Background: an optimization exercise with open tools, aiming at small area, a short achievable clock period and few clock cycles. Do not read the settings as production practice.
In this exercise RTL edits were held to simulation tests only and were not proved equivalent to the original.

## run A
## cnn_accel
module cnn_accel (
    input         clk,
    input         rst_n,       
    input         cnn_start,   
    output        cnn_finish,  
    output        mem_we,
    output [19:0] mem_addr,
    output [15:0] mem_wdata,
    input  [15:0] mem_rdata
);
Size in the first run: ~2,100 cells after synthesis, ~22,000 sq um of cells after synthesis.
==> flow/config.mk <==
export PLATFORM = sky130hd
export DESIGN_NAME = cnn_accel
export DESIGN_NICKNAME = cnn_accel
export VERILOG_FILES = /design/flow/design.v
export SDC_FILE = /design/flow/constraint.sdc
export NUM_CORES = 4
export LEC_CHECK = 0
export CAP_MARGIN = 20
export CORE_MARGIN = 2
export CORE_UTILIZATION = 80
export CTS_CLUSTER_DIAMETER = 80
export CTS_CLUSTER_SIZE = 24
export SLEW_MARGIN = 20
==> flow/constraint.sdc <==
create_clock -name core_clock -period 20.0 [get_ports {clk}]
set_input_delay 4.0000 -clock core_clock [delete_from_list [all_inputs] [get_ports {clk}]]
set_output_delay 4.0000 -clock core_clock [all_outputs]
set_load 0.01 [all_outputs]
standard.sh (not shown) runs the stock make flow with config.mk's settings and CLKGATE_MAP_FILE= SYNTH_SCRIPT=/design/flow/synth_recipe.tcl, a recipe that flattens the netlist after the stock synthesis.
==> flow/flow/run.sh <==
#!/bin/bash
# The standard layout (the standard.sh: ORFS with the standard synthesis,
# floorplan, power grid and tap cells), with one change: every input and
# output port is still given its own buffer, but a plain sky130 buffer
# (buf_2) instead of the delay cell (clkdlybuf4s50_1) buffer_ports picks by
# default, which adds about 0.6 ns to every path into or out of the design.
set -euo pipefail
export BUFFER_PORTS_ARGS="-buffer_cell sky130_fd_sc_hd__buf_2"
bash standard.sh > standard_make.log 2>&1
Testbench counts of run A, summed over its fixed seeds: cycles 8,190,648.
Edits applied to the flow inputs when going from run A to run B:
diff --git a/flow/config.mk b/flow/config.mk
--- a/flow/config.mk
+++ b/flow/config.mk
@@ -9,5 +9,3 @@
 export CORE_MARGIN = 2
-export CORE_UTILIZATION = 80
-export CTS_CLUSTER_DIAMETER = 80
-export CTS_CLUSTER_SIZE = 24
+export CORE_UTILIZATION = 40
 export SLEW_MARGIN = 20
Results
Looking at number of antenna violations at the first check in global routing across run B and run A, the one that comes out higher is run B. As far as final antenna diode count goes, run B and run A are indistinguishable; the numbers are identical. The final reports for run B and run A show final hold slack lower in the former. Relative to run A, global-route wire length before repair decreased by about 1.9% in run B.
Input-level comparison between run C and run B:
==> flow/flow/run.sh <==
#!/bin/bash
# The standard layout (the standard.sh: ORFS with the standard synthesis,
# floorplan, power grid and tap cells, at the design's clock and SDC), with
# two changes in how it is made:
# - every input and output port still gets its own buffer, but a plain sky130
#   buffer (buf_2) instead of the delay cell (clkdlybuf4s50_1) buffer_ports
#   picks by default, which adds about 0.6 ns to each path into or out of
#   the design;
# - ORFS's timing repair aims for SETUP_SLACK_MARGIN ns of setup slack, so
#   that it sizes the paths between registers for speed.
set -euo pipefail
export BUFFER_PORTS_ARGS="-buffer_cell sky130_fd_sc_hd__buf_2"
export SETUP_SLACK_MARGIN=15.2
bash standard.sh > standard_make.log 2>&1
--- outcome ---
On total iterations of the first detailed-routing run, the lower figure sits with run C, not run B. The number of nets in the finished design in run C sits 1.1% above the value recorded for run B. From run B to run C, die area did not move at all. Compared to run B, run C has worst setup slack 0.020 ns higher. Detailed-route wire length was lower in the run labelled run B. Share of final-layout standard cells stronger than drive strength 1, run C and run B, lower one = run B. In run C the first-pass GRT wire length turned out about 0.33% higher than in run B. Diff run B -> run C: fraction of standard cell area that is sequential dropped 0.46 points, share of cell area taken by multi-input logic gates decreased 0.64 points.
Setup changes, run C to run D
==> flow/flow/run.sh <==
#!/bin/bash
# The standard layout (the standard.sh: ORFS with the standard synthesis,
# floorplan, power grid and tap cells), with one change: every input and
# output port is still given its own buffer, but a plain sky130 buffer
# (buf_2) instead of the delay cell (clkdlybuf4s50_1) buffer_ports picks by
# default, which adds about 0.6 ns to every path into or out of the design.
set -euo pipefail
export BUFFER_PORTS_ARGS="-buffer_cell sky130_fd_sc_hd__buf_2"
bash standard.sh > standard_make.log 2>&1
diff --git a/flow/config.mk b/flow/config.mk
--- a/flow/config.mk
+++ b/flow/config.mk
@@ -9,3 +9,5 @@
 export CORE_MARGIN = 2
-export CORE_UTILIZATION = 40
+export CORE_UTILIZATION = 65
+export CTS_CLUSTER_DIAMETER = 60
+export CTS_CLUSTER_SIZE = 28
 export SLEW_MARGIN = 20
[summary]
In run D, proportion of final cell area spent on non-clock buffers is lower than in run C.
Run C → run D: routed metal-1 wire length -about 12%, cell depth of the worst setup path about even, number of setup buffers added after CTS went down by 14.
Compared with run C, run D shows biggest cell delay along the critical path higher by 0.03 ns.
Going from run C to run D, the non-filler instance count after layout was found to have gone down by 304.
Total length of routed wires: run D vs run C, no meaningful difference

## port drivers added, routing unchanged
Ports are ideal in the flow. The routed layouts listed here were re-timed in OpenROAD. Step 1 assumes that a clkbuf_16 drives the clock port and a buf_2 every other input. Step 2 times the ports against the registers' clock, not the clock port: input delays grow and output delays shrink by t, the midpoint of the rising clock arrivals with the driver on. Slacks: ideal ports / drivers / drivers and shift; pairs: ideal ports / drivers.
run | t, ns | setup slack, ns | clock arrival spread, ns | worst register clock-pin slew, ns | cell pins on the clock port's net
run A | 0.604 | 14.848 / 14.797 / 15.401 | 0.024 / 0.024 | 0.10 / 0.10 | 1
run B | 0.623 | 14.852 / 14.797 / 15.420 | 0.048 / 0.047 | 0.07 / 0.07 | 1
run C | 0.623 | 14.872 / 14.818 / 15.441 | 0.052 / 0.052 | 0.07 / 0.07 | 1
run D | 0.651 | 14.827 / 14.775 / 15.426 | 0.015 / 0.016 | 0.10 / 0.10 | 1
After both steps every run listed still meets setup and hold.
